This design comes from an exercise in tuning for small area on the open sky130 flow, not from production work. Only simulation tests tie the RTL to the original design; equivalence was not proved.

==> flow/design.v <==
module top
  (
    input clk,
    input rstn,
    input en,
    input [15 : 0] xin,
    output y
  );
  integer i;
  function [23 : 0] add24;
    input [23 : 0] a;
    input [23 : 0] b;
    input ci;
    integer k;
    reg c;
    begin
      c = ci;
      for (k = 0; k < 24; k = k + 1)
      begin
        add24[k] = a[k] ^ b[k] ^ c;
        c = (a[k] & b[k]) | (c & (a[k] ^ b[k]));
      end
    end
  endfunction
  function geu16;
    input [15 : 0] a;
    input [15 : 0] b;
    integer k;
    reg c;
    begin
      c = 1'b1;
      for (k = 0; k < 16; k = k + 1)
        c = (a[k] & ~b[k]) | (c & (a[k] | ~b[k]));
      geu16 = c;
    end
  endfunction
  function ges16;
    input [15 : 0] a;
    input [15 : 0] b;
    begin
      ges16 = geu16({~a[15], a[14 : 0]}, {~b[15], b[14 : 0]});
    end
  endfunction
  function [23 : 0] sx16;
    input [15 : 0] a;
    begin
      sx16 = {{8{a[15]}}, a};
    end
  endfunction
  reg [5 : 0] vcnt;
  wire vld1 = |vcnt;
  wire vld6 = vcnt[5] | vcnt[4] | vcnt[3] | (vcnt[2] & vcnt[1]);
  wire vld12 = vcnt[5] | vcnt[4] | (vcnt[3] & vcnt[2]);
  wire vld16 = vcnt[5] | vcnt[4];
  wire vld29 = vcnt[5] | (vcnt[4] & vcnt[3] & vcnt[2] & (vcnt[1] | vcnt[0]));
  wire vld32 = vcnt[5];
  reg [15 : 0] lx [0 : 11];
  reg [15 : 0] ly0_r, ly1_r;
  wire [15 : 0] ly0 = vld1 ? ly0_r : 16'd0;
  wire [15 : 0] ly1 = vld1 ? ly1_r : 16'd0;
  wire [15 : 0] lx0 = vld1 ? lx[0] : 16'd0;
  wire [15 : 0] lx5 = vld6 ? lx[5] : 16'd0;
  wire [15 : 0] lx11 = vld12 ? lx[11] : 16'd0;
  wire [23 : 0] yl_a = add24({sx16(ly0), 1'b0}, sx16(lx0), 1'b0);
  wire [23 : 0] yl_b = add24(yl_a, sx16(lx11), 1'b0);
  wire [23 : 0] yl_c = add24(sx16(ly1), {sx16(lx5), 1'b0}, 1'b0);
  wire [23 : 0] yl = add24(yl_b, ~yl_c, 1'b1);
  reg [15 : 0] hx [1 : 31];
  reg [1 : 0] hx0_lo_r;
  wire [1 : 0] hx0_lo = vld1 ? hx0_lo_r : 2'd0;
  wire [15 : 0] hx0 = {ly0[13 : 0], hx0_lo};
  wire [15 : 0] hx15 = vld16 ? hx[15] : 16'd0;
  wire [15 : 0] hx31 = vld32 ? hx[31] : 16'd0;
  reg [15 : 0] hy0_r;       
  wire [15 : 0] hy0 = vld1 ? hy0_r : 16'd0;
  wire [23 : 0] hz_a = add24(sx16(hy0), sx16(hx0), 1'b0);
  wire [23 : 0] hz = add24(sx16(hx31), ~hz_a, 1'b1);
  wire [23 : 0] hpf_w = add24({8'd0, hx15}, {8'd0, hz[20 : 5]}, 1'b0);
  wire [15 : 0] hpf_out = hpf_w[15 : 0];
  reg [15 : 0] s1_r, s2_r, p0_r, p1_r;
  wire [15 : 0] s1 = vld1 ? s1_r : 16'd0;
  wire [15 : 0] s2 = vld1 ? s2_r : 16'd0;
  wire [15 : 0] p0 = vld1 ? p0_r : 16'd0;
  wire [15 : 0] p1 = vld1 ? p1_r : 16'd0;
  wire [23 : 0] dv_w = add24({8'd0, s1}, ~{8'd0, s2}, 1'b1);
  wire [14 : 0] e = dv_w[14 : 0];
  reg [23 : 0] sq_acc;
  reg [23 : 0] sq_row;
  integer si, sj;
  always @*
  begin
    sq_acc = 24'd0;
    for (si = 0; si < 8; si = si + 1)
      sq_acc[2 * si] = e[si];
    for (si = 0; si < 7; si = si + 1)
    begin
      sq_row = 24'd0;
      for (sj = si + 1; sj < 15; sj = sj + 1)
        if (si + sj + 1 < 16)
          sq_row[si + sj + 1] = e[si] & e[sj];
      sq_acc = add24(sq_acc, sq_row, 1'b0);
    end
  end
  wire [15 : 0] sq = sq_acc[15 : 0];
  wire [14 : 0] sq_c = {sq[15 : 2], sq[0]};    
  reg [14 : 0] ix [0 : 28];
  reg [20 : 0] racc_r;
  wire [20 : 0] racc = vld1 ? racc_r : 21'h0F0000;
  wire [15 : 0] ix28 = vld29 ? {ix[28][14 : 1], 1'b0, ix[28][0]} : 16'd0;
  wire [23 : 0] u0 = add24({3'd0, racc}, {8'd0, sq}, 1'b0);
  wire [4 : 0] w_hi = ix28[15] ? (sq[15] ? 5'h00 : 5'h1f) : (sq[15] ? 5'h01 : 5'h00);
  wire [23 : 0] racc_nx = add24(u0, ~{3'd0, w_hi, ix28}, 1'b1);
  wire sneg = ~(u0[20] | (&u0[19 : 16]));
  wire [23 : 0] u1 = add24(u0, sneg ? 24'd29 : 24'd0, 1'b0);
  reg [19 : 0] q15;
  reg [3 : 0] r15;
  reg [4 : 0] x15;
  integer di;
  always @*
  begin
    r15 = 4'd0;
    for (di = 20; di >= 1; di = di - 1)
    begin
      x15 = {r15, u1[di]};
      q15[di - 1] = x15[4] | (&x15[3 : 0]);
      if (q15[di - 1])
        r15 = x15[3 : 0] + 4'd1;
      else
        r15 = x15[3 : 0];
    end
  end
  wire [15 : 0] mwi = q15[15 : 0] ^ 16'h8000;
  reg [15 : 0] isum_r;
  wire [15 : 0] isum = vld1 ? isum_r : 16'd0;
  reg [15 : 0] a0_r, a1_r, peak_i;
  reg [1 : 0] gi_r;
  reg [2 : 0] gs_r;
  wire [1 : 0] gi = vld1 ? gi_r : 2'd0;
  wire [2 : 0] gs = vld1 ? gs_r : 3'd0;
  wire [15 : 0] a0 = vld1 ? a0_r : 16'd0;
  wire [15 : 0] a1 = vld1 ? a1_r : 16'd0;
  reg st_i;
  reg [15 : 0] peak_f;
  reg st_f;
  reg [5 : 0] c200i, c200f;
  reg fl200i, fl200f;
  reg [15 : 0] rrc;
  reg init_thrs, load, npu, spu;
  reg [1 : 0] state;
  reg [1 : 0] rr_counter;
  reg [15 : 0] peak_f_best, peak_i_sb, peak_f_sb;
  reg [15 : 0] spk_i, npk_i, spk_f, npk_f;
  reg [15 : 0] thri_1, thri_2, thrf_1, thrf_2;
  reg [15 : 0] sr1 [0 : 5];
  reg [15 : 0] sr2 [0 : 5];
  reg [15 : 0] avg_lim;    
  reg [15 : 0] avg_miss;   
  reg regular;
  wire [15 : 0] rr_interval = rrc;
  wire s1_gt_s2 = ~ges16(s2, s1);
  wire isum_gt_a0 = ~ges16(a0, isum);
  always @(posedge clk)
  begin
    if (en)
    begin
      lx[0] <= xin;
      for (i = 1; i < 12; i = i + 1)
        lx[i] <= lx[i - 1];
      hx[1] <= hx0;
      for (i = 2; i < 32; i = i + 1)
        hx[i] <= hx[i - 1];
      ix[0] <= sq_c;
      for (i = 1; i < 29; i = i + 1)
        ix[i] <= ix[i - 1];
      ly0_r <= yl[20 : 5];
      ly1_r <= ly0;
      hx0_lo_r <= yl[4 : 3];
      hy0_r <= hpf_out;
      s1_r <= hy0;
      s2_r <= s1;
      p0_r <= s2;
      p1_r <= p0;
      gs_r <= {gs[1 : 0], s1_gt_s2};
      racc_r <= racc_nx[20 : 0];
      isum_r <= mwi;
      a0_r <= isum;
      a1_r <= a0;
      gi_r <= {gi[0], isum_gt_a0};
    end
  end
  always @(posedge clk or negedge rstn)
  begin
    if (!rstn)
    begin
      vcnt <= 0;
    end
    else if (en)
    begin
      if (!vcnt[5])
        vcnt <= add24({18'd0, vcnt}, 24'd0, 1'b1);
    end
  end
  wire a1_gt_a2 = gi[1];
  wire a1_ge_a0 = ~gi[0];
  wire a1_gt_pk = ~ges16(peak_i, a1);
  wire p1_gt_p2 = gs[2];
  wire p1_ge_p0 = ~gs[1];
  wire p1_gt_pk = ~ges16(peak_f, p1);
  always @(posedge clk or negedge rstn)
  begin
    if (!rstn)
    begin
      st_i <= 0;
      peak_f <= 0;
      st_f <= 0;
    end
    else if (en)
    begin
      if (a1_gt_a2 && a1_ge_a0)
      begin
        if (c200i == 0 || a1_gt_pk)
          st_i <= 1;
      end
      else
        st_i <= 0;
      if (p1_gt_p2 && p1_ge_p0)
      begin
        if (c200f == 0 || p1_gt_pk)
        begin
          peak_f <= p1;
          st_f <= 1;
        end
      end
      else
        st_f <= 0;
    end
  end
  always @(posedge clk)
  begin
    if (en && a1_gt_a2 && a1_ge_a0 && (c200i == 0 || a1_gt_pk))
      peak_i <= a1;
  end
  wire [23 : 0] c200i_inc = add24({18'd0, c200i}, 24'd0, 1'b1);
  wire [23 : 0] c200f_inc = add24({18'd0, c200f}, 24'd0, 1'b1);
  wire [23 : 0] rrc_inc = add24({8'd0, rrc}, 24'd0, 1'b1);
  always @(posedge clk or negedge rstn)
  begin
    if (!rstn)
    begin
      c200i <= 0;
      fl200i <= 0;
      c200f <= 0;
      fl200f <= 0;
      rrc <= 0;
    end
    else
    begin
      if (en && st_i)
      begin
        c200i <= 1;
        fl200i <= 0;
      end
      else if (en)
      begin
        if (c200i == 0)
          fl200i <= 0;
        else if (c200i == 40)
        begin
          c200i <= 0;
          fl200i <= 1;
        end
        else
          c200i <= c200i_inc[5 : 0];
      end
      if (en && st_f)
      begin
        c200f <= 1;
        fl200f <= 0;
      end
      else if (en)
      begin
        if (c200f == 0)
          fl200f <= 0;
        else if (c200f == 40)
        begin
          c200f <= 0;
          fl200f <= 1;
        end
        else
          c200f <= c200f_inc[5 : 0];
      end
      if (spu)
        rrc <= 1;
      else if (load || (en && state == 2'd0 && fl200i))
        rrc <= 0;
      else if (en)
        rrc <= rrc_inc[15 : 0];
    end
  end
  function [17 : 0] div25;
    input [15 : 0] a;
    reg [23 : 0] n;
    reg [4 : 0] r;
    reg [5 : 0] x;
    reg [12 : 0] q;
    integer k;
    begin
      n = {a[15], a[15], a[15], a[15], a[15], a[15], a, 2'b00};
      n = add24(n, 24'd102400, 1'b0);
      r = 5'd0;
      for (k = 17; k >= 0; k = k - 1)
      begin
        x = {r, n[k]};
        if (k < 13)
          q[k] = (x >= 6'd25);
        if (x >= 6'd25)
          r = x - 6'd25;
        else
          r = x[4 : 0];
      end
      div25 = {q, r};
    end
  endfunction
  wire [17 : 0] dl = div25(avg_lim);
  wire [12 : 0] ql = dl[17 : 5];      
  wire [4 : 0] rl = dl[4 : 0];
  wire [17 : 0] dm = div25(avg_miss);
  wire [12 : 0] qm = dm[17 : 5];
  wire [4 : 0] rm = dm[4 : 0];
  wire [23 : 0] qsl = {{12{~ql[12]}}, ql[11 : 0]};
  wire [23 : 0] qsm = {{12{~qm[12]}}, qm[11 : 0]};
  wire [23 : 0] rrhigh_w = add24(sx16(avg_lim), qsl, rl >= 5'd13);
  wire [23 : 0] ql_p1 = add24(qsl, 24'd0, 1'b1);
  wire [23 : 0] rrlow_w = add24(sx16(avg_lim), ~{ql_p1[23], ql_p1[23 : 1]}, 1'b1);
  wire bonus_m = avg_miss[0] ? (avg_miss[15] ? (rm != 5'd0) : 1'b1) : (rm >= 5'd13);
  wire [23 : 0] rm_a = add24(sx16(avg_miss), {{9{avg_miss[15]}}, avg_miss[15 : 1]}, bonus_m);
  wire [23 : 0] rrmiss_w = add24(rm_a, qsm, 1'b0);
  wire [15 : 0] rrlow = rrlow_w[15 : 0];
  wire [15 : 0] rrhigh = rrhigh_w[15 : 0];
  wire [15 : 0] rrmiss = rrmiss_w[15 : 0];
  wire s200ms_flag = fl200i;
  wire rru = spu & (state == 2'd3);
  wire pi_gt_t1 = ~ges16(thri_1, peak_i);
  wire pi_ge_t1 = ges16(peak_i, thri_1);
  wire pf_gt_t1 = ~ges16(thrf_1, peak_f_best);
  wire pf_ge_t1 = ges16(peak_f_best, thrf_1);
  wire pi_gt_max = ~ges16(spk_i, peak_i);
  wire pf_gt_max = ~ges16(spk_f, peak_f_best);
  wire pi_gt_sb = ~ges16(peak_i_sb, peak_i);
  wire rr_ge_72 = (|rrc[15 : 7]) | (rrc[6] & (rrc[5] | rrc[4] | rrc[3]));
  wire rr_gt_miss = ~geu16(rrmiss, rrc);
  wire sbi_ge_t2 = ges16(peak_i_sb, thri_2);
  wire sbf_ge_t2 = ges16(peak_f_sb, thrf_2);
  wire [23 : 0] mean_i = add24({8'd0, npk_i}, {8'd0, peak_i}, 1'b0);
  wire [23 : 0] mean_f = add24({8'd0, npk_f}, {8'd0, peak_f_best}, 1'b0);
  always @(posedge clk or negedge rstn)
  begin
    if (!rstn)
    begin
      init_thrs <= 0;
      load <= 0;
      npu <= 0;
      spu <= 0;
      state <= 0;
      rr_counter <= 0;
      peak_f_best <= 0;
    end
    else if (en)
    begin
      if (fl200f == 1)
        peak_f_best <= peak_f;
      case (state)
        2'd0:
        begin
          if (s200ms_flag == 1)
          begin
            state <= 2'd1;
            rr_counter <= 0;
          end
        end
        2'd1:
        begin
          if (rrc == 16'd401)
          begin
            init_thrs <= 1;
            state <= 2'd2;
          end
        end
        2'd2:
        begin
          init_thrs <= 0;
          if (s200ms_flag == 1)
          begin
            if (pi_gt_t1 && pf_gt_t1)
              spu <= 1;
            else
            begin
              npu <= 1;
              load <= 1;
            end
            rr_counter <= rr_counter + 1;
          end
          else
          begin
            spu <= 0;
            npu <= 0;
            load <= 0;
          end
          if (rr_counter == 2)
          begin
            rr_counter <= 0;
            state <= 2'd3;
          end
        end
        2'd3:
        begin
          if (s200ms_flag == 1)
          begin
            if (pi_ge_t1 && pf_ge_t1)
            begin
              npu <= 0;
              spu <= 1;
            end
            else
            begin
              npu <= 1;
              spu <= 0;
            end
          end
          else
          begin
            spu <= 0;
            npu <= 0;
            load <= 0;
          end
          if (rr_gt_miss)
          begin
            if (sbi_ge_t2 && sbf_ge_t2)
            begin
              npu <= 0;
              spu <= 1;
              load <= 1;
            end
          end
        end
      endcase
      if (load == 1)
        load <= 0;
    end
  end
  wire [15 : 0] sel_i = load ? 16'd0 : peak_i;
  wire [15 : 0] sel_f = load ? 16'd0 : peak_f;
  function [15 : 0] upd8;
    input [15 : 0] p;
    input [15 : 0] k;
    reg [23 : 0] w;
    reg [23 : 0] b;
    reg c;
    begin
      w = add24(sx16(p), ~sx16(k), 1'b1);                  
      b = add24({{3{w[23]}}, w[23 : 3]}, sx16(k), 1'b0);    
      c = b[16] ? (w[2] & (w[1] | w[0])) : w[2];
      b = add24(b, 24'd0, c);
      upd8 = b[15 : 0];
    end
  endfunction
  wire [15 : 0] base_i = spu ? spk_i : npk_i;
  wire [15 : 0] base_f = spu ? spk_f : npk_f;
  wire [15 : 0] new_i = upd8(sel_i, base_i);
  wire [15 : 0] new_f = upd8(sel_f, base_f);
  wire [15 : 0] nspk_i = init_thrs ? (spk_i >> 1) : (spu ? new_i : spk_i);
  wire [15 : 0] nnpk_i = init_thrs ? (npk_i >> 3) : (npu ? new_i : npk_i);
  wire [15 : 0] nspk_f = init_thrs ? (spk_f >> 1) : (spu ? new_f : spk_f);
  wire [15 : 0] nnpk_f = init_thrs ? (npk_f >> 3) : (npu ? new_f : npk_f);
  function [31 : 0] thr;
    input [15 : 0] s;
    input [15 : 0] n;
    input init;
    reg [23 : 0] d;
    reg [23 : 0] a;
    reg [23 : 0] t1;
    reg [23 : 0] t2;
    reg c;
    begin
      d = add24({8'd0, s}, ~{8'd0, n}, 1'b1);
      a = add24(sx16(n), {{10{init ? 1'b0 : d[15]}}, d[15 : 2]}, 1'b0);
      c = a[16] ? (d[1] & d[0]) : d[1];
      t1 = add24(a, 24'd0, init ? 1'b0 : c);
      if (init)
        t2 = {9'd0, t1[15 : 1]};
      else
        t2 = add24({8'd0, t1[15], t1[15 : 1]}, 24'd0, t1[0] & ~t1[15]);
      thr = {t2[15 : 0], t1[15 : 0]};
    end
  endfunction
  function [15 : 0] half_t;
    input [15 : 0] t;
    reg [23 : 0] u;
    begin
      u = add24({8'd0, t[15], t[15 : 1]}, 24'd0, t[0] & t[15]);
      half_t = u[15 : 0];
    end
  endfunction
  wire [31 : 0] thr_i = thr(nspk_i, nnpk_i, init_thrs);
  wire [31 : 0] thr_f = thr(nspk_f, nnpk_f, init_thrs);
  wire upd = init_thrs | spu | npu;
  wire [15 : 0] thi1_p = upd ? thr_i[15 : 0] : thri_1;
  wire [15 : 0] thf1_p = upd ? thr_f[15 : 0] : thrf_1;
  wire [15 : 0] nthi1 = regular ? half_t(thi1_p) : thi1_p;
  wire [15 : 0] nthf1 = regular ? half_t(thf1_p) : thf1_p;
  always @(posedge clk)
  begin
    if (en)
    begin
      if (!state[1])
      begin
        if (s200ms_flag)
        begin
          if (!state[0])
          begin
            spk_i <= peak_i;
            npk_i <= peak_i;
            spk_f <= peak_f_best;
            npk_f <= peak_f_best;
          end
          else
          begin
            if (pi_gt_max)
              spk_i <= peak_i;
            if (pf_gt_max)
              spk_f <= peak_f_best;
            npk_i <= {1'b0, mean_i[15 : 1]};
            npk_f <= {1'b0, mean_f[15 : 1]};
          end
        end
      end
      else
      begin
        npk_i <= nnpk_i;
        spk_i <= nspk_i;
        npk_f <= nnpk_f;
        spk_f <= nspk_f;
      end
      thri_1 <= state[1] ? nthi1 : 16'd0;
      thri_2 <= upd ? thr_i[31 : 16] : thri_2;
      thrf_1 <= state[1] ? nthf1 : 16'd0;
      thrf_2 <= upd ? thr_f[31 : 16] : thrf_2;
    end
  end
  wire [15 : 0] rrc_b = {~rrc[15], rrc[14 : 0]};
  wire [23 : 0] sum1_a = add24({8'd0, rrc_b}, {8'd0, sr1[1]}, 1'b0);
  wire [23 : 0] sum1_b = add24(sum1_a, {8'd0, sr1[2]}, 1'b0);
  wire [23 : 0] sum1_c = add24(sum1_b, {8'd0, sr1[3]}, 1'b0);
  wire [23 : 0] sum1_d = add24(sum1_c, {8'd0, sr1[4]}, 1'b0);
  wire [23 : 0] sum1_e = add24(sum1_d, {8'd0, sr1[5]}, 1'b0);
  wire [23 : 0] sum2_a = add24({8'd0, rrc_b}, {8'd0, sr2[1]}, 1'b0);
  wire [23 : 0] sum2_b = add24(sum2_a, {8'd0, sr2[2]}, 1'b0);
  wire [23 : 0] sum2_c = add24(sum2_b, {8'd0, sr2[3]}, 1'b0);
  wire [23 : 0] sum2_d = add24(sum2_c, {8'd0, sr2[4]}, 1'b0);
  wire [23 : 0] sum2_e = add24(sum2_d, {8'd0, sr2[5]}, 1'b0);
  wire [23 : 0] sum1_f = add24({5'd0, sum1_e[18 : 0]}, 24'h050000, 1'b0);
  wire [23 : 0] sum2_f = add24({5'd0, sum2_e[18 : 0]}, 24'h050000, 1'b0);
  wire [23 : 0] sum1 = {{5{sum1_f[18]}}, sum1_f[18 : 0]};
  wire [23 : 0] sum2 = {{5{sum2_f[18]}}, sum2_f[18 : 0]};
  wire [23 : 0] avg1_w = add24({{3{sum1[23]}}, sum1[23 : 3]}, 24'd0, sum1[18] & (sum1[2 : 0] != 3'd0));
  wire [23 : 0] avg2_w = add24({{3{sum2[23]}}, sum2[23 : 3]}, 24'd0, sum2[18] & (sum2[2 : 0] != 3'd0));
  wire [15 : 0] avg1 = avg1_w[15 : 0];
  wire [15 : 0] avg2 = avg2_w[15 : 0];
  wire in_range = ges16(rrc, rrlow) && ges16(rrhigh, rrc);
  always @(posedge clk)
  begin
    if (en)
    begin
      if (state != 2'd3)
      begin
        for (i = 0; i < 6; i = i + 1)
        begin
          sr1[i] <= 16'h80c8;    
          sr2[i] <= 16'h80c8;
        end
        avg_lim <= 200;
        avg_miss <= 200;
      end
      else if (spu)
      begin
        sr1[0] <= rrc_b;
        for (i = 1; i < 6; i = i + 1)
          sr1[i] <= sr1[i - 1];
        if (in_range)
        begin
          sr2[0] <= rrc_b;
          for (i = 1; i < 6; i = i + 1)
            sr2[i] <= sr2[i - 1];
          avg_lim <= avg1;
          avg_miss <= avg2;
        end
        else
          avg_miss <= avg1;
      end
    end
  end
  always @(posedge clk or negedge rstn)
  begin
    if (!rstn)
      regular <= 0;
    else if (en)
      regular <= rru & !in_range;
  end
  always @(posedge clk)
  begin
    if (en)
    begin
      if (state != 2'd3)
      begin
        peak_i_sb <= 0;
        peak_f_sb <= 0;
      end
      else
      begin
        if (s200ms_flag)
        begin
          if (pi_ge_t1 && pf_ge_t1)
          begin
            peak_i_sb <= 0;
            peak_f_sb <= 0;
          end
          else if (pi_gt_sb && rr_ge_72)
          begin
            peak_i_sb <= peak_i;
            peak_f_sb <= peak_f_best;
          end
        end
        if (rr_gt_miss && sbi_ge_t2 && sbf_ge_t2)
        begin
          peak_i_sb <= 0;
          peak_f_sb <= 0;
        end
      end
    end
  end
  assign y = (rstn | en) ? (load | spu) : 1'b0;
endmodule
==> flow/flow/run.sh <==
#!/bin/bash
# Standard layout, except that synthesis maps the logic with an area-oriented
# ABC script (flow/abc_area.script).  Yosys, its register handling and every
# later step are the standard ones: synthesis runs with a copy of the ORFS
# scripts folder that differs only in abc_area.script, and the remaining
# steps run with the stock scripts.
set -euo pipefail
here=$(pwd)
rm -rf "$here/synth_scripts"
cp -r "$FLOW_HOME/scripts" "$here/synth_scripts"
cp "$here/flow/abc_area.script" "$here/synth_scripts/abc_area.script"
SCRIPTS_DIR="$here/synth_scripts" bash standard.sh synth > "$here/synth.log" 2>&1
bash standard.sh > "$here/layout.log" 2>&1
==> flow/flow/abc_area.script <==
strash
dc2
dch -f
amap -m -F 2 -A 8
topo
stime -c
==> flow/standard.sh <==
#!/bin/bash
# synth_recipe.tcl (not shown) runs the flow's synth.tcl, then flattens the netlist and writes it again
# the make line also repeats each setting of config.mk as NAME=value (left out here)
make -C /OpenROAD-flow-scripts/flow DESIGN_CONFIG=/design/flow/config.mk WORK_HOME=/design/flow/orfs CLKGATE_MAP_FILE= SYNTH_SCRIPT=/design/flow/synth_recipe.tcl "${@:-finish}"
==> flow/config.mk <==
export PLATFORM = sky130hd
export DESIGN_NAME = top
export DESIGN_NICKNAME = top
export VERILOG_FILES = /design/flow/design.v
export SDC_FILE = /design/flow/constraint.sdc
export NUM_CORES = 4
export LEC_CHECK = 0
export ABC_AREA = 1
export CAP_MARGIN = 20
export CORE_MARGIN = 2
export CORE_UTILIZATION = 65
export CTS_CLUSTER_DIAMETER = 90
export CTS_CLUSTER_SIZE = 24
export SLEW_MARGIN = 20
==> flow/constraint.sdc <==
create_clock -name core_clock -period 80.0 [get_ports {clk}]
set_input_delay 16.0000 -clock core_clock [delete_from_list [all_inputs] [get_ports {clk}]]
set_output_delay 16.0000 -clock core_clock [all_outputs]
set_load 0.01 [all_outputs]
==> results of run 1 <==
==> routing by layer <==
metal	track usage	routed length, um
met1	0.350	69300
met2	0.407	78100
met3	0.0313	8590
met4	0.0761	4790
met5	0	0
==> worst max-delay path: cells and delay by family, from the launching register on <==
family                   cells  cell delay, ns
adder cells (fa/ha/maj)     61           16.99
AO/OA/AOI/OAI               38           10.40
buffers and inverters       46            5.77
AND/OR/NAND/NOR             23            3.71
flip-flops                   1            0.38
==> layout by cell type, fill, tap and decap left out, types with 12 or more instances in the layout <==
master           Yosys  routed
a22oi_1             53      53
o211ai_1            14      14
a222oi_1            24      24
nor2b_1            180     180
o31ai_1             17      14
clkbuf_16            0      86
edfxtp_1          1697    1697
buf_4                0      76
a21oi_1            214     213
nand2_1            289     288
o21a_1              50      49
dfrtp_1             79      75
clkdlybuf4s50_1      0      17
o21bai_1            16      16
nand2b_1            17      17
nor2_1             432     428
clkinv_1           959     957
fa_1               560     560
or2_0               54      54
ha_1               384     384
o21ai_0            243     243
o22ai_1            307     307
o221a_1             34      34
clkbuf_1             0      26
a31oi_1             61      60
nor4_1              18      16
a21boi_0            12      12
a211oi_1            14      13
o221ai_1            29      29
nor3_1              23      23
a22o_1              13      13
==> kinds of logic (layout without fill, tap and decap cells) <==
kind of cell | Yosys count | in the layout
adders and majority gates | 944 | 944
DFF | 1776 | 1776
xor gates and xnor gates | 3 | 3
AOI/OAI and AO/OA | 1157 | 1157
and+or+nand+nor | 1040 | 1040
buffers and inverters | 959 | 1186
==> final cells by class <==
| cell class | instances | area, um^2 | area share |
|---|---|---|---|
| Clock inverter | 16 | 225 | 0.00250 |
| Timing Repair Buffer | 97 | 827 | 0.00916 |
| Tap cell | 1742 | 2180 | 0.0242 |
| Clock buffer | 114 | 2280 | 0.0252 |
| Inverter | 959 | 3600 | 0.0399 |
| Sequential cell | 1776 | 52900 | 0.587 |
| Multi-Input combinational cell | 3144 | 28200 | 0.312 |
==> flip-flops by register name, indices dropped and copies added, names as in the netlist, 21 cells and up <==
register / count
hx: 495
ix: 435
lx: 192
racc_r: 21
sr1: 96
sr2: 96
==> synth_stat cells (10+ instances only) <==
cell type | n | area (um^2)
edfxtp_1 | 1697 | 51000
clkinv_1 | 959 | 3600
fa_1 | 560 | 11200
nor2_1 | 432 | 1620
ha_1 | 384 | 4800
o22ai_1 | 307 | 1920
nand2_1 | 289 | 1080
o21ai_0 | 243 | 1220
a21oi_1 | 214 | 1070
nor2b_1 | 180 | 1130
dfrtp_1 | 79 | 1980
a31oi_1 | 61 | 382
or2_0 | 54 | 338
a22oi_1 | 53 | 398
o21a_1 | 50 | 375
o221a_1 | 34 | 383
o221ai_1 | 29 | 254
a222oi_1 | 24 | 240
nor3_1 | 23 | 115
nor4_1 | 18 | 113
nand2b_1 | 17 | 106
o31ai_1 | 17 | 128
o21bai_1 | 16 | 120
a211oi_1 | 14 | 105
o211ai_1 | 14 | 105
a22o_1 | 13 | 114
a21boi_0 | 12 | 90.1
o22a_1 | 11 | 96.3
a221oi_1 | 10 | 87.6
==> metrics by stage <==
step           hold slack (ns)  utilization  instances
2_1_floorplan            0.400            -       5879
3_3_place_gp             0.400        0.678       7716
3_5_place_dp             0.405        0.678       7716
4_1_cts                  0.403        0.697       7846
5_1_grt                  0.419        0.698       7848
6_report                 0.408        0.698       7848
==> final timing paths <==
kind,startpoint,to,slack (ns)
max in group asynchronous,rstn,vcnt[5],63.61
setup / recovery,vcnt[0],isum_r[0],42.42
hold / removal,hx[2][1],hx[3][1],0.41
setup reg to reg,vcnt[0],isum_r[0],42.42
min in group asynchronous,rstn,rrc[4],15.14
hold reg to reg,hx[2][1],hx[3][1],0.41
==> notes.md, run 1 <==
* Worst EP required at 80.46 ns
* Clock-pin transition on the worst setup and hold timing paths at 0.10 ns
* Fin crit share at 0.470
* Combined area of all synthesized cells at 84700 um^2
* Clock latency on the worst-skew pair at 0.74 ns
* Clock Tree Buf Depth at 3
* CTS resizes at 0
* Fin nets at 7027
* Clk sinks at 1776
* Overall routed net length at 161000 um
* # DRC at 0
* Post-Synth Simple-Gate Area at 0.0552
* WHS Path Cells at 0
* CTS hold repair buffers at 0
* Mux contribution to synthesized area at 0
* Sequential area share after synthesis at 0.625
* Height of the die at 365 um
* Drt pass-1 iters at 7
* Worst Hold Class: flip-flop to flip-flop
* Final worst path period need at 37.58 ns
* Adder-cell share of the synthesized area at 0.189
* Crit path DAT at 38.04 ns
* Row count at 132
* Fmax at 26.6 MHz
* Routed len/inst at 20.5 um
* Hold Fails Final Rpt at 0
* Pin count of the biggest net entering global routing at 194
* Number of buffers added on ports at 19
* Yosys Warn Count at 6
* Tot GR Track Use at 0.247
* Final setup vio count at 0
* Main synth FF type: edfxtp_1
* Final slew viol count at 0
* Total grt overflow at 0
* Syn Area/Cell at 14.4 um^2
* Ys async rst share at 0.0445
* CTS root buffer: clkbuf_16
* Detailed Place HPWL at 114000 um
* Initial drt markers at 4010
* Postcts setup bufs at 0
* Area growth syn-to-layout at 6.61%
* Outcome: timing/DRC/antenna clean
* Setup CP Type: flip-flop to flip-flop
* Fill cells at 8879
* Syn Inst Count at 5879
* Die W at 365 um
* Clock skew at 0.0557 ns
* Crit-path max FO at 19
* Critical Path End Type: flip-flop
* TritonCTS buffer count at 86
* Post-synthesis compound-gate area fraction at 0.0874
* Die area at 133000 um^2
* Setup WS pre-CTS at 43.20 ns
* Fin worst setup slack at 42.42 ns
* Headroom to the max-slew limit at 0.303
* Post-route ant nets at 0
* Placed inst area at 87700 um^2
* #FFs+latches synth at 1776
* CP startpoint kind: flip-flop
* Vias per Instance at 5.87
* Reg2Reg Depth at 168
* CTS tree: done
* Post-synth EDFFs at 1697
* Setup TNS at 0 ns
* IO Count at 20
* Gpl congestion at 0.888
* H-tree Lvls at 3
* Top cell by count, worst path: clkinv_1
* Number of diodes at 0
* First-pass GRT wire length at 254000 um
* Mapped Nets at 6842
* CP max-delay cell: a221oi_1
* Combinational family with the most area after synthesis: adder cells
* Initial antenna violation count at 2
* Number of global-route vias before repair at 46100
* Initial cell density of the core at 0.655
* Finished layout cell area at 90200 um^2
* Synth cell types at 53
* Setup repair after global routing missed its margin: no
* Post-Synth XOR/XNOR Area at 0.000310
* Share of layout cells above drive strength 1 at 0.0334
* Worst Tran Pin Value at 1.04 ns
* Slowest stage delay, CP at 0.54 ns
* Via Count at 46100
* Max Cap Viol at 0
* Core footprint at 129000 um^2
==> run 2: changes to the inputs <==
--- a/flow/config.mk
+++ b/flow/config.mk
@@ -9,6 +9,6 @@
 export CAP_MARGIN = 20
 export CORE_MARGIN = 2
 export CORE_UTILIZATION = 65
-export CTS_CLUSTER_DIAMETER = 90
-export CTS_CLUSTER_SIZE = 24
+export CTS_CLUSTER_DIAMETER = 100
+export CTS_CLUSTER_SIZE = 20
 export SLEW_MARGIN = 20
==> run 2 against run 1 <==
  * Utilization rose by 0.28 points
  * Critical endpoint unchanged
  * Final area grew 0.40%
  * Count of clock-buffer cells in the layout grew 24
  * Die area did not move
  * Wire length up 0.38%
  * First-iteration DRC count is 1.3% higher
==> notes.md, run 2 <==
* Outcome: timing/DRC/antenna clean
* Worst EP required at 80.49 ns (+0.03 ns)
* Clk sinks at 1776 (unchanged)
* Ys async rst share at 0.0445 (unchanged)
* CTS resizes at 0 (unchanged)
* Critical Path End Type: flip-flop
* Top cell by count, worst path: clkinv_1
* Total grt overflow at 0 (unchanged)
* Commonest non-fill, non-tap cell in the layout: edfxtp_1
* Slowest stage delay, CP at 0.56 ns (+0.02 ns)
* Crit-path max FO at 19 (unchanged)
* H-tree Lvls at 3 (unchanged)
* Synth area leader: edfxtp_1
* Syn Area/Cell at 14.4 um^2 (unchanged)
* Mapped Nets at 6842 (unchanged)
* CTS root buffer: clkbuf_16
* Final slew viol count at 0 (unchanged)
* Main synth FF type: edfxtp_1
* First-pass GRT wire length at 255000 um (+0.41%)
* Yosys Warn Count at 6 (unchanged)
* Setup CP Type: flip-flop to flip-flop
* Synth top area share at 0.602 (unchanged)
* Overall routed net length at 161000 um (+0.38%)
* Largest cells by area after synthesis: edfxtp_1 (60%), fa_1 (13%), ha_1 (5.7%)
* Clock Tree Buf Depth at 3 (unchanged)
* CP startpoint kind: flip-flop
* Die area at 133000 um^2 (unchanged)
* Fmax at 26.6 MHz (about the same)
* Fin crit share at 0.470 (about the same)
* Setup TNS at 0 ns (unchanged)
* Initial antenna violation count at 3 (+1)
* Headroom to the max-slew limit at 0.273 (-0.0302)
* Worst Hold Class: flip-flop to flip-flop
* Height of the die at 365 um (unchanged)
* Pin count of the biggest net entering global routing at 194 (unchanged)
* Placed inst area at 87700 um^2 (unchanged)
* Number of global-route vias before repair at 46300 (+0.29%)
* Tot GR Track Use at 0.249 (+0.00157)
* Largest reg by FF count: hx
* Syn Inst Count at 5879 (unchanged)
* Setup repair after global routing missed its margin: no
* DR top layer: met4
* Drt pass-1 iters at 10 (+3)
* Fin nets at 7040 (+0.19%)
* Via Count at 46200 (+0.16%)
* Number of diodes at 0 (unchanged)
* Worst Tran Pin Value at 1.09 ns (+0.0542 ns)
* Routed len/inst at 20.5 um (+0.14%)
* Synth cell types at 53 (unchanged)
* CP max-delay cell: a221oi_1
* CTS hold repair buffers at 0 (unchanged)
* Post-synth top cells: edfxtp_1 (1697), clkinv_1 (959), fa_1 (560), nor2_1 (432), ha_1 (384)
* TritonCTS buffer count at 100 (+16%)
* Final worst path period need at 37.61 ns (+0.0304 ns)
* Met2 WL post-DR at 78400 um (+0.37%)
* Gpl congestion at 0.888 (unchanged)
* WL met1 at 69300 um (+0.10%)
* Post-route ant nets at 0 (unchanged)
* Die W at 365 um (unchanged)
* Final setup vio count at 0 (unchanged)
* Detailed Place HPWL at 114000 um (unchanged)
* Number of buffers added on ports at 19 (unchanged)
* Core footprint at 129000 um^2 (unchanged)
* Clock-pin transition on the worst setup and hold timing paths at 0.09 ns (about the same)
* Share of layout cells above drive strength 1 at 0.0349 (+0.00153)
* Combined area of all synthesized cells at 84700 um^2 (unchanged)
* Clock skew at 0.0341 ns (-0.0216 ns)
* Met3 wire length at 8910 um (+3.7%)
* Max Cap Viol at 0 (unchanged)
* Finished layout cell area at 90600 um^2 (+0.40%)
* Most frequent cells in the layout: edfxtp_1 (1697), clkinv_1 (955), fa_1 (560)
* #FFs+latches synth at 1776 (unchanged)
* Vias per Instance at 5.87 (about the same)
* Largest registers: hx x495, ix x435, lx x192
* IO Count at 20 (unchanged)
* Clock latency on the worst-skew pair at 0.75 ns (about the same)
* Postcts setup bufs at 0 (unchanged)
* Max reg flops at 495 (unchanged)
* Crit path DAT at 38.09 ns (+0.05 ns)
* Post-synth EDFFs at 1697 (unchanged)
* Initial drt markers at 4064 (+1.3%)
* Row count at 132 (unchanged)
* CTS tree: done
* Sequential area share after synthesis at 0.625 (unchanged)
* Most frequent cell after synthesis: edfxtp_1
* Initial cell density of the core at 0.655 (unchanged)
* # DRC at 0 (unchanged)
* Hold Fails Final Rpt at 0 (unchanged)
* Area growth syn-to-layout at 7.04%
run 2: logic make-up (layout without fill, tap and decap cells):
logic type / Yosys count / in the layout / share of synthesized area
xor+xnor: 3 / 3 / 0.000310
buf+inv: 959 / 1205 / 0.0425
fa+ha+maj: 944 / 944 / 0.189
flops: 1776 / 1776 / 0.625
compound gates: 1157 / 1157 / 0.0874
simple gates: 1040 / 1040 / 0.0552
run 2: final cells by class:
| cell class | instances | area, um^2 |
|---|---|---|
| timing repair buffer | 96 | 800 |
| sequential | 1776 | 52900 |
| clock buffer | 138 | 2670 |
| multi-input combinational | 3144 | 28200 |
| tap | 1742 | 2180 |
| inverter | 959 | 3600 |
| fill | 8847 | 38700 |
| clock inverter | 12 | 224 |
run 2: worst paths after layout:
kind                                from         to  slack [ns]  cells after the start
min in group asynchronous           rstn     rrc[4]       15.13                      1
worst max register to register   vcnt[0]  isum_r[0]       42.39                    168
worst min register to register  ix[8][2]   ix[9][2]        0.41                      0
worst min-delay path            ix[8][2]   ix[9][2]        0.41                      0
max in group asynchronous           rstn    vcnt[5]       63.65                      2
worst max-delay path             vcnt[0]  isum_r[0]       42.39                    168
run 2: layer usage:
layer / vias to the layer above / GRT usage
met5: - / 0
met1: 23200 / 0.353
met2: 1302 / 0.406
li1: 21400 / -
met3: 251 / 0.0347
met4: 0 / 0.0768
run 2: worst max-delay path: cells and delay by family, from the launching register on:
family / cells / cell delay [ns]
simple gates: 22 / 3.37
flops: 1 / 0.38
buf+inv: 47 / 6.09
fa+ha+maj: 61 / 17.02
compound gates: 38 / 10.39
run 2: stage by stage:
stage               std cells   util  worst slack, ns  hold WS [ns]
floorplan                5879      -            44.76         0.400
CTS                      7866  0.700            43.14         0.410
detailed placement       7716  0.678            43.20         0.405
finish                   7867  0.701            42.39         0.408
global placement         7716  0.678            45.23         0.400
global route             7867  0.701            39.35         0.417
==> run 3: changes to the inputs <==
--- a/flow/design.v
+++ b/flow/design.v
@@ -61,9 +61,9 @@
   wire [15 : 0] lx0 = vld1 ? lx[0] : 16'd0;
   wire [15 : 0] lx5 = vld6 ? lx[5] : 16'd0;
   wire [15 : 0] lx11 = vld12 ? lx[11] : 16'd0;
-  wire [23 : 0] yl_a = add24({sx16(ly0), 1'b0}, sx16(lx0), 1'b0);
-  wire [23 : 0] yl_b = add24(yl_a, sx16(lx11), 1'b0);
-  wire [23 : 0] yl_c = add24(sx16(ly1), {sx16(lx5), 1'b0}, 1'b0);
+  wire [23 : 0] yl_a = add24({7'd0, ~ly0[15], ly0[14 : 0], 1'b0}, {8'd0, ~lx0[15], lx0[14 : 0]}, 1'b0);
+  wire [23 : 0] yl_b = add24(yl_a, {8'd0, ~lx11[15], lx11[14 : 0]}, 1'b0);
+  wire [23 : 0] yl_c = add24({7'd0, ~ly1[15], ly1}, {7'd0, ~lx5[15], lx5[14 : 0], 1'b0}, 1'b0);
   wire [23 : 0] yl = add24(yl_b, ~yl_c, 1'b1);
   reg [15 : 0] hx [1 : 31];
   reg [1 : 0] hx0_lo_r;
@@ -73,8 +73,8 @@
   wire [15 : 0] hx31 = vld32 ? hx[31] : 16'd0;
   reg [15 : 0] hy0_r;       
   wire [15 : 0] hy0 = vld1 ? hy0_r : 16'd0;
-  wire [23 : 0] hz_a = add24(sx16(hy0), sx16(hx0), 1'b0);
-  wire [23 : 0] hz = add24(sx16(hx31), ~hz_a, 1'b1);
+  wire [23 : 0] hz_a = add24({8'd0, ~hy0[15], hy0[14 : 0]}, {8'd0, ~hx0[15], hx0[14 : 0]}, 1'b0);
+  wire [23 : 0] hz = add24({7'd0, ~hx31[15], hx31}, ~hz_a, 1'b1);
   wire [23 : 0] hpf_w = add24({8'd0, hx15}, {8'd0, hz[20 : 5]}, 1'b0);
   wire [15 : 0] hpf_out = hpf_w[15 : 0];
   reg [15 : 0] s1_r, s2_r, p0_r, p1_r;
--- a/flow/config.mk
+++ b/flow/config.mk
@@ -9,6 +9,6 @@
 export CAP_MARGIN = 20
 export CORE_MARGIN = 2
 export CORE_UTILIZATION = 65
-export CTS_CLUSTER_DIAMETER = 100
-export CTS_CLUSTER_SIZE = 20
+export CTS_CLUSTER_DIAMETER = 80
+export CTS_CLUSTER_SIZE = 28
 export SLEW_MARGIN = 20
==> run 3 against run 2 <==
  * Largest cell class unchanged
  * Still clean on timing, DRC and antenna
  * Sequential share of layout area increased by 0.30 points
  * Critical path depth shrank 2
  * Cell count down 1.0%
  * Maximum frequency is 4.6% lower
  * Global-route usage is 0.43 points lower
  * Area after synthesis down 0.35%
  * Clock skew rose by 0.0035 ns
  * Count of clock-buffer cells in the layout shrank 48
==> notes.md, run 3 <==
* Min-Delay Endpoint: hx[24][5]
* Final slew viol count at 0 (unchanged)
* Drt pass-1 iters at 7 (-3)
* Die W at 364 um (-0.17%)
* Core footprint at 129000 um^2 (-0.13%)
* WHS at 0.415 ns (+0.00706 ns)
* Reg2Reg Depth at 166 (-1.2%)
* Overall routed net length at 158000 um (-1.9%)
* Clock latency on the worst-skew pair at 0.75 ns (about the same)
* #FFs+latches synth at 1774 (-0.11%)
* Most frequent cell after synthesis: edfxtp_1
* CTS resizes at 0 (unchanged)
* Area of the multi-input gates at 28100 um^2 (-0.50%)
* Mapped Nets at 6791 (-0.75%)
* Final worst path period need at 39.42 ns (+1.81 ns)
* Adder-cell share of the synthesized area at 0.188 (-0.000883)
* Synth top area share at 0.603 (+0.00139)
* Fill cells at 8837 (-0.11%)
* CTS tree: done
* Largest reg by FF count: hx
* Final setup vio count at 0 (unchanged)
* Ys async rst share at 0.0445 (+0.0000501)
* Area growth syn-to-layout at 6.73%
* # DRC at 0 (unchanged)
* First-pass GRT wire length at 250000 um (-2.0%)
* Register Area at 52900 um^2 (-0.12%)
* Mux contribution to synthesized area at 0 (unchanged)
* Fin nets at 6956 (-1.2%)
* Crit-path max FO at 47 (+28)
* Post-Synth Simple-Gate Area at 0.0556 (+0.000370)
* Number of buffers added on ports at 19 (unchanged)
* CP startpoint kind: flip-flop
* Clock Tree Buf Depth at 3 (unchanged)
* Synth cell types at 51 (-3.8%)
* Tot GR Track Use at 0.244 (-0.00430)
* Sequential area share after synthesis at 0.627 (+0.00147)
* RR Endpoint: isum_r[0]
* Initial cell density of the core at 0.653 (-0.00144)
* FF-to-FF setup slack at 40.58 ns (-1.81 ns)
* TritonCTS buffer count at 86 (-14%)
* Yosys Warn Count at 6 (unchanged)
* Setup TNS at 0 ns (unchanged)
* Initial antenna violation count at 1 (-2)
* Max Cap Viol at 0 (unchanged)
* Detailed Place HPWL at 110000 um (-3.3%)
* Gpl congestion at 0.892 (+0.48%)
* Headroom to the max-slew limit at 0.259 (-0.0136)
* CP max-delay cell: o311ai_0
* Start point of the worst hold path: hx[23][5]
* Post-Synth XOR/XNOR Area at 0.000311 (+0.00000108)
* Postcts setup bufs at 0 (unchanged)
* Most frequent cells in the layout: edfxtp_1 (1695), clkinv_1 (933), fa_1 (551)
* Via Count at 45400 (-1.7%)
* Hold Fails Final Rpt at 0 (unchanged)
* Clock-pin transition on the worst setup and hold timing paths at 0.10 ns (about the same)
* FF-to-FF Start: vcnt[5]
* Post-synth top cells: edfxtp_1 (1695), clkinv_1 (935), fa_1 (551), nor2_1 (419), ha_1 (388)
* CP Buf/Inv Count at 45 (-4.3%)
* Commonest non-fill, non-tap cell in the layout: edfxtp_1
* Main synth FF type: edfxtp_1
* Max reg flops at 495 (unchanged)
* Syn Area/Cell at 14.5 um^2 (+0.44%)
* IO Count at 20 (unchanged)
* Slowest stage delay, CP at 0.83 ns (+0.27 ns)
* Setup repair after global routing missed its margin: no
* Row count at 132 (unchanged)
* Pin count of the biggest net entering global routing at 184 (-5.2%)
* Height of the die at 364 um (-0.17%)
* Initial drt markers at 4257 (+4.7%)
* Clk sinks at 1774 (-0.11%)
* Top cell family by delay on the critical path: adder cells
* Combined area of all synthesized cells at 84400 um^2 (-0.35%)
* Crit path DAT at 39.91 ns (+1.82 ns)
* Fin crit share at 0.493 (+0.0226)
* Routed len/inst at 20.3 um (-0.87%)
* CTS hold repair buffers at 0 (unchanged)
* Number of global-route vias before repair at 45200 (-2.3%)
* Worst Hold Class: flip-flop to flip-flop
* Setup CP Type: flip-flop to flip-flop
* H-tree Lvls at 3 (unchanged)
* Share of layout cells above drive strength 1 at 0.0343 (-0.000684)
* Total grt overflow at 0 (unchanged)
* Largest cells by area after synthesis: edfxtp_1 (60%), fa_1 (13%), ha_1 (5.8%)
* Clock skew at 0.0376 ns (+0.00348 ns)
* Vias per Instance at 5.83 (-0.67%)
* Post-synth EDFFs at 1695 (-0.12%)
* Largest registers: hx x495, ix x435, lx x192
* Outcome: timing/DRC/antenna clean
* Synth area leader: edfxtp_1
* Syn Inst Count at 5833 (-0.78%)
* Fmax at 25.4 MHz (-4.6%)
* Post-route ant nets at 0 (unchanged)
* Number of diodes at 0 (unchanged)
* Post-synthesis compound-gate area fraction at 0.0874 (about the same)
* Combinational family with the most area after synthesis: adder cells
* Worst Tran Pin Value at 1.11 ns (+0.0205 ns)
* Top cell by count, worst path: clkinv_1
* CTS root buffer: clkbuf_16
* WHS Path Cells at 0 (unchanged)
* Die area at 133000 um^2 (-0.34%)
* Worst EP required at 80.49 ns (about the same)
* Critical Path End Type: flip-flop
[run 3: metal layers]
metal / vias up / part of all wire / GRT usage
li1: 21200 / - / -
met1: 22800 / 0.43 / 0.346
met2: 1121 / 0.49 / 0.403
met3: 213 / 0.048 / 0.0304
met4: 0 / 0.029 / 0.0773
met5: - / 0 / 0
[run 3: per-stage QoR]
step | setup slack [ns] | instances | utilization | area (um^2)
floorplan | 43.94 | 5833 | - | 84400
global placement | 43.41 | 7652 | 0.676 | 87300
detailed placement | 41.28 | 7652 | 0.676 | 87300
CTS | 41.15 | 7785 | 0.697 | 90000
global route | 37.57 | 7785 | 0.697 | 90000
finish | 40.58 | 7785 | 0.697 | 90000
[run 3: logic make-up (layout without fill, tap and decap cells)]
family / Yosys count / count (layout)
buffers and inverters: 935 / 1145
and+or+nand+nor: 1040 / 1040
DFF: 1774 / 1774
xor gates and xnor gates: 3 / 3
AOI/OAI and AO/OA: 1142 / 1142
adders and majority gates: 939 / 939
[run 3: worst max path at each step]
| stage | start | to | depth (start not counted) |
|---|---|---|---|
| finish | vcnt[5] | isum_r[0] | 166 |
| global route | vcnt[5] | isum_r[0] | 166 |
| CTS | vcnt[5] | isum_r[0] | 166 |
| detailed placement | vcnt[5] | isum_r[0] | 166 |
| global placement | vcnt[5] | isum_r[0] | 167 |
| floorplan | vcnt[5] | isum_r[0] | 161 |
[run 3: layout make-up]
cell class / count / area share
tap: 1742 / 0.0242
clock inverter: 43 / 0.00643
sequential: 1774 / 0.587
inverter: 935 / 0.0390
clock buffer: 90 / 0.0241
multi-input combinational: 3124 / 0.312
timing repair buffer: 77 / 0.00734
==> run 4: changes to the inputs <==
--- a/flow/config.mk
+++ b/flow/config.mk
@@ -9,6 +9,6 @@
 export CAP_MARGIN = 20
 export CORE_MARGIN = 2
 export CORE_UTILIZATION = 65
-export CTS_CLUSTER_DIAMETER = 80
-export CTS_CLUSTER_SIZE = 28
+export CTS_CLUSTER_DIAMETER = 70
+export CTS_CLUSTER_SIZE = 32
 export SLEW_MARGIN = 20
==> run 4 against run 3 <==
  * Still clean on timing, DRC and antenna
  * Setup slack better by 0.083 ns
  * Hold slack worse by 0.027 ns
  * Utilization grew 1.1 points
  * First-iteration DRC count is 0.68% higher
  * Critical path type unchanged
  * Critical endpoint unchanged
  * Largest cell class unchanged
  * Highest routed layer unchanged
==> notes.md, run 4 <==
* Outcome: timing/DRC/antenna clean
* Post-synth EDFFs at 1695 (unchanged)
* Initial antenna violation count at 0 (-1)
* Detailed Place HPWL at 110000 um (unchanged)
* Height of the die at 364 um (unchanged)
* CP startpoint kind: flip-flop
* #FFs+latches synth at 1774 (unchanged)
* Worst Tran Pin Value at 1.11 ns (+0.00138 ns)
* Headroom to the max-slew limit at 0.258 (-0.000923)
* Register Area at 52900 um^2 (unchanged)
* Worst Hold Class: flip-flop to flip-flop
* Final slew viol count at 0 (unchanged)
* Via Count at 45800 (+0.84%)
* Critical Path End Type: flip-flop
* Largest cells by area after synthesis: edfxtp_1 (60%), fa_1 (13%), ha_1 (5.8%)
* Setup WS pre-CTS at 41.28 ns (unchanged)
* Start point of the worst hold path: ix[27][7]
* Fin nets at 6976 (+0.29%)
* Fin worst setup slack at 40.67 ns (+0.0827 ns)
* H-tree Lvls at 3 (unchanged)
* Hold Fails Final Rpt at 0 (unchanged)
* Clk sinks at 1774 (unchanged)
* Combined area of all synthesized cells at 84400 um^2 (unchanged)
* Mapped Nets at 6791 (unchanged)
* Synth area leader: edfxtp_1
* Share of layout cells above drive strength 1 at 0.0444 (+0.0101)
* Top cell family by delay on the critical path: adder cells
* Routed len/inst at 20.4 um (+0.34%)
* Clock-pin transition on the worst setup and hold timing paths at 0.11 ns (about the same)
* Total grt overflow at 0 (unchanged)
* Max reg flops at 495 (unchanged)
* Gpl congestion at 0.892 (unchanged)
* Clock skew at 0.0732 ns (+0.0356 ns)
* Area growth syn-to-layout at 8.41%
* M2 GR Usage at 0.405 (+0.00294)
* Pin count of the biggest net entering global routing at 184 (unchanged)
* Grt met1 use at 0.348 (+0.00185)
* Clock Tree Buf Depth at 3 (unchanged)
* Most frequent cell after synthesis: edfxtp_1
* Area of the multi-input gates at 28100 um^2 (unchanged)
* CP Buf/Inv Count at 45 (unchanged)
* Top cell by count, worst path: clkinv_1
* Post-route ant nets at 0 (unchanged)
* Number of buffers added on ports at 19 (unchanged)
* Postcts setup bufs at 0 (unchanged)
* Worst EP required at 80.48 ns (about the same)
* FF-to-FF Start: vcnt[5]
* Setup repair after global routing missed its margin: no
* CTS root buffer: clkbuf_16
* Sequential area share after synthesis at 0.627 (unchanged)
* Largest registers: hx x495, ix x435, lx x192
* Main synth FF type: edfxtp_1
* Core footprint at 129000 um^2 (unchanged)
* Crit path DAT at 39.82 ns (-0.09 ns)
* Fill cells at 8666 (-1.9%)
* TritonCTS buffer count at 105 (+22%)
* Die W at 364 um (unchanged)
* Largest reg by FF count: hx
* Syn Inst Count at 5833 (unchanged)
* Ys async rst share at 0.0445 (unchanged)
* Synth cell types at 51 (unchanged)
* Fin crit share at 0.492 (-0.00103)
* CTS resizes at 0 (unchanged)
* Syn Area/Cell at 14.5 um^2 (unchanged)
* # DRC at 0 (unchanged)
* CP max-delay cell: o311ai_0
* Initial drt markers at 4286 (+0.68%)
* Setup CP Type: flip-flop to flip-flop
* Final worst path period need at 39.33 ns (-0.0827 ns)
* Setup crit start: vcnt[5]
* IO Count at 20 (unchanged)
* Slowest stage delay, CP at 0.83 ns (about the same)
* Clock latency on the worst-skew pair at 0.77 ns (+0.02 ns)
* GRT busiest layer: met2
* Synth top area share at 0.603 (unchanged)
* Die area at 133000 um^2 (unchanged)
* Fmax at 25.4 MHz (+0.21%)
* CTS tree: done
* Overall routed net length at 160000 um (+1.2%)
* Initial cell density of the core at 0.653 (unchanged)
* Most frequent cells in the layout: edfxtp_1 (1695), clkinv_1 (937), fa_1 (551)
* Crit-path max FO at 47 (unchanged)
* Final setup vio count at 0 (unchanged)
* Max Cap Viol at 0 (unchanged)
* Post-synth top cells: edfxtp_1 (1695), clkinv_1 (935), fa_1 (551), nor2_1 (419), ha_1 (388)
* CTS hold repair buffers at 0 (unchanged)
* Setup TNS at 0 ns (unchanged)
* Vias per Instance at 5.83 (about the same)
* First-pass GRT wire length at 252000 um (+1.1%)
* Drt pass-1 iters at 9 (+2)
* Yosys Warn Count at 6 (unchanged)
* Number of global-route vias before repair at 45500 (+0.76%)
* Row count at 132 (unchanged)
* Met3 usage at 0.0352 (+0.00476)
* Tot GR Track Use at 0.247 (+0.00261)
* Commonest non-fill, non-tap cell in the layout: edfxtp_1
-- run 4: area by class of cell --
type	count	area share
inverter	935	0.0384
sequential	1774	0.578
tap	1742	0.0238
multi-input combinational	3124	0.307
antenna	1	0.0000274
clock buffer	106	0.0288
timing repair buffer	78	0.00752
clock inverter	91	0.0164
-- run 4: logic make-up after synthesis --
group / synth area share
flops: 0.627
compound gates: 0.0874
simple gates: 0.0556
fa+ha+maj: 0.188
buf+inv: 0.0416
xor+xnor: 0.000312
-- run 4: worst register-to-register path, delay by kind of cell (launching register included) --
family                   cells  cell delay [ns]
AO/OA/AOI/OAI               36            10.90
AND/OR/NAND/NOR             23             4.24
flip-flops                   1             0.37
XOR/XNOR                     3             0.64
adder cells (fa/ha/maj)     59            16.46
buffers and inverters       45             6.43
-- run 4: per-layer routing --
layer | up-vias | share of wire
li1 | 21300 | -
met1 | 22900 | 0.43
met2 | 1313 | 0.49
met3 | 257 | 0.053
met4 | 0 | 0.033
met5 | - | 0
-- run 4: worst paths after layout --
kind	end	slack [ns]	cells after the start
min in group asynchronous	load	15.14	1
min	ix[28][7]	0.39	0
max in group asynchronous	rrc[11]	63.68	2
min reg2reg	ix[28][7]	0.39	0
max reg2reg	isum_r[0]	40.67	166
max	isum_r[0]	40.67	166
-- run 4: per-stage QoR --
stage                     hold slack [ns]  cell area (um^2)  instances   util
final                               0.389             91500       7851  0.708
after global routing                0.396             91400       7850  0.708
after CTS                           0.392             91400       7849  0.708
after global placement              0.400             87300       7652  0.676
after detailed placement            0.405             87300       7652  0.676
after floorplan                     0.400             84400       5833      -
==> run 5: changes to the inputs <==
--- a/flow/config.mk
+++ b/flow/config.mk
@@ -9,6 +9,6 @@
 export CAP_MARGIN = 20
 export CORE_MARGIN = 2
 export CORE_UTILIZATION = 65
-export CTS_CLUSTER_DIAMETER = 70
-export CTS_CLUSTER_SIZE = 32
+export CTS_CLUSTER_DIAMETER = 90
+export CTS_CLUSTER_SIZE = 24
 export SLEW_MARGIN = 20
==> run 5 against run 4 <==
  * Still clean on timing, DRC and antenna
  * Global-route usage down 0.27 points
  * Setup slack better by 0.046 ns
  * Hold slack gained 0.0079 ns
  * Final area decreased by 1.8%
  * Non-clock buffer count unchanged
  * Critical path depth decreased by 2
  * Register-to-register slack improved by 0.05 ns
  * Clock skew decreased by 0.032 ns
  * Utilization down 1.2 points
  * Sequential share of layout area is 1.0 points higher
  * Highest routed layer unchanged
==> notes.md, run 5 <==
* Outcome: timing/DRC/antenna clean
* Mapped Nets at 6791 (unchanged)
* Most frequent cells in the layout: edfxtp_1 (1695), clkinv_1 (934), fa_1 (551)
* CTS root buffer: clkbuf_16
* Area growth syn-to-layout at 6.50%
* Fill cells at 8862 (+2.3%)
* Max Cap Viol at 0 (unchanged)
* Hold Fails Final Rpt at 0 (unchanged)
* Drt pass-1 iters at 7 (-2)
* TritonCTS buffer count at 88 (-16%)
* Combined area of all synthesized cells at 84400 um^2 (unchanged)
* H-tree Lvls at 3 (unchanged)
* Slowest stage delay, CP at 0.81 ns (-0.02 ns)
* Clock Tree Buf Depth at 3 (unchanged)
* # DRC at 0 (unchanged)
* Fin crit share at 0.491 (-0.000575)
* Clk sinks at 1774 (unchanged)
* Headroom to the max-slew limit at 0.255 (-0.00368)
* Number of diodes at 0 (-1)
* First-pass GRT wire length at 250000 um (-1.1%)
* Register Area at 52900 um^2 (unchanged)
* Largest reg by FF count: hx
* Final setup vio count at 0 (unchanged)
* Post-synth EDFFs at 1695 (unchanged)
* Yosys Warn Count at 6 (unchanged)
* Pin count of the biggest net entering global routing at 184 (unchanged)
* WHS at 0.396 ns (+0.00795 ns)
* Vias per Instance at 5.85 (+0.26%)
* Tot GR Track Use at 0.244 (-0.00269)
* Share of layout cells above drive strength 1 at 0.0306 (-0.0137)
* Crit-path max FO at 47 (unchanged)
* Clock latency on the worst-skew pair at 0.74 ns (-0.03 ns)
* Largest cells by area after synthesis: edfxtp_1 (60%), fa_1 (13%), ha_1 (5.8%)
* Die W at 364 um (unchanged)
* Gpl congestion at 0.892 (unchanged)
* Largest registers: hx x495, ix x435, lx x192
* Worst Hold Class: flip-flop to flip-flop
* Ys async rst share at 0.0445 (unchanged)
* Synth area leader: edfxtp_1
* Number of buffers added on ports at 19 (unchanged)
* Initial drt markers at 4174 (-2.6%)
* Core footprint at 129000 um^2 (unchanged)
* Syn Area/Cell at 14.5 um^2 (unchanged)
* Die area at 133000 um^2 (unchanged)
* Clock skew at 0.0409 ns (-0.0323 ns)
* Area of the multi-input gates at 28100 um^2 (unchanged)
* CTS hold repair buffers at 0 (unchanged)
* Worst EP required at 80.48 ns (about the same)
* Total grt overflow at 0 (unchanged)
* Post-route ant nets at 0 (unchanged)
* Row count at 132 (unchanged)
* Initial cell density of the core at 0.653 (unchanged)
* Initial antenna violation count at 2 (+2)
* #FFs+latches synth at 1774 (unchanged)
* CTS resizes at 0 (unchanged)
* FF-to-FF setup slack at 40.71 ns (+0.05 ns)
* Top cell by count, worst path: clkinv_1
* CP max-delay cell: o311ai_0
* Height of the die at 364 um (unchanged)
* Fmax at 25.5 MHz (+0.12%)
* Sequential area share after synthesis at 0.627 (unchanged)
* Final slew viol count at 0 (unchanged)
* CTS tree: done
* Setup TNS at 0 ns (unchanged)
* Final worst path period need at 39.29 ns (-0.0460 ns)
* Clock-pin transition on the worst setup and hold timing paths at 0.10 ns (about the same)
* Most frequent cell after synthesis: edfxtp_1
* Via Count at 45500 (-0.63%)
* Setup CP Type: flip-flop to flip-flop
* Synth top area share at 0.603 (unchanged)
* Synth cell types at 51 (unchanged)
* Syn Inst Count at 5833 (unchanged)
* Max reg flops at 495 (unchanged)
* Fin nets at 6959 (-0.24%)
* Post-synth top cells: edfxtp_1 (1695), clkinv_1 (935), fa_1 (551), nor2_1 (419), ha_1 (388)
* Detailed Place HPWL at 110000 um (unchanged)
* Setup repair after global routing missed its margin: no
* CP startpoint kind: flip-flop
* Overall routed net length at 158000 um (-1.1%)
* Critical Path End Type: flip-flop
* Postcts setup bufs at 0 (unchanged)
* Commonest non-fill, non-tap cell in the layout: edfxtp_1
* Crit path DAT at 39.76 ns (-0.06 ns)
* Routed len/inst at 20.4 um (-0.19%)
* Main synth FF type: edfxtp_1
* Number of global-route vias before repair at 45300 (-0.58%)
* Worst Tran Pin Value at 1.12 ns (+0.00553 ns)
* IO Count at 20 (unchanged)
run 5: cell counts after synthesis:
Identical to the previous run, type by type.
run 5: path summary, 6_finish.rpt:
| path | from | end | cells past startpoint |
|---|---|---|---|
| min in group asynchronous | rstn | c200i[0] | 1 |
| min reg2reg | ix[27][13] | ix[28][13] | 0 |
| max | vcnt[5] | isum_r[0] | 164 |
| max in group asynchronous | rstn | c200f[0] | 2 |
| min | ix[27][13] | ix[28][13] | 0 |
| max reg2reg | vcnt[5] | isum_r[0] | 164 |
run 5: logic make-up after synthesis:
family                   Yosys count  synth area share
flip-flops                      1774             0.627
AO/OA/AOI/OAI                   1142            0.0874
AND/OR/NAND/NOR                 1040            0.0556
adder cells (fa/ha/maj)          939             0.188
buffers and inverters            935            0.0416
XOR/XNOR                           3          0.000312
run 5: layout make-up:
type / instances / area share
well taps: 1742 / 0.0243
clock buffers: 109 / 0.0254
multi-input cells: 3124 / 0.312
inverters: 935 / 0.0391
clock inverters: 19 / 0.00276
flip-flops and latches: 1774 / 0.589
repair buffers: 78 / 0.00766
run 5: stage by stage:
step | area, um^2 | instances | worst slack [ns] | util
2_1_floorplan | 84400 | 5833 | 43.94 | -
3_3_place_gp | 87300 | 7652 | 43.41 | 0.676
3_5_place_dp | 87300 | 7652 | 41.28 | 0.676
4_1_cts | 89800 | 7780 | 41.21 | 0.695
5_1_grt | 89800 | 7781 | 37.62 | 0.696
6_report | 89800 | 7781 | 40.71 | 0.696
run 5: worst max-delay path, delay by kind of cell (launching register included):
family | cells | cell delay (ns)
xor+xnor | 3 | 0.62
compound gates | 36 | 10.97
simple gates | 23 | 4.21
fa+ha+maj | 59 | 16.57
buf+inv | 43 | 6.20
flops | 1 | 0.37
run 5: layer usage:
layer / global-route usage / vias up / routed length (um)
met4: 0.0785 / 0 / 4720
met2: 0.402 / 1167 / 77300
met5: 0 / - / 0
met3: 0.0325 / 228 / 7920
li1: - / 21300 / -
met1: 0.344 / 22800 / 68500

==> separate check: timing with driven ports <==
The flow's constraints put no driver on any port. The routed layouts listed below were extracted and timed again, unchanged, in two steps.
Step 1 assumes that a clkbuf_16 drives the clock port and a buf_2 every other input.
Step 2, shift: input delay + t, output delay - t, t = (earliest + latest rising clock arrival at the registers) / 2. This alone moves slack from input paths to output paths.
a / b / c = no drivers / after step 1 / after step 2; a / b = the first two.
| run | t, ns | slack for setup (ns) | hold WS [ns] | clock arrival spread, ns | cell pins on the clock port's net |
|---|---|---|---|---|---|
| run 1 | 0.782 | 42.425 / 42.425 / 42.425 | 0.408 / 0.408 / 0.408 | 0.056 / 0.056 | 1 |
| run 2 | 0.811 | 42.394 / 42.394 / 42.394 | 0.408 / 0.408 / 0.408 | 0.037 / 0.038 | 1 |
| run 3 | 0.802 | 40.582 / 40.582 / 40.582 | 0.415 / 0.415 / 0.415 | 0.037 / 0.038 | 1 |
| run 4 | 0.806 | 40.665 / 40.665 / 40.665 | 0.389 / 0.389 / 0.389 | 0.079 / 0.079 | 1 |
| run 5 | 0.783 | 40.711 / 40.711 / 40.711 | 0.396 / 0.396 / 0.396 | 0.051 / 0.050 | 1 |
After both steps setup and hold are still met in every run listed.
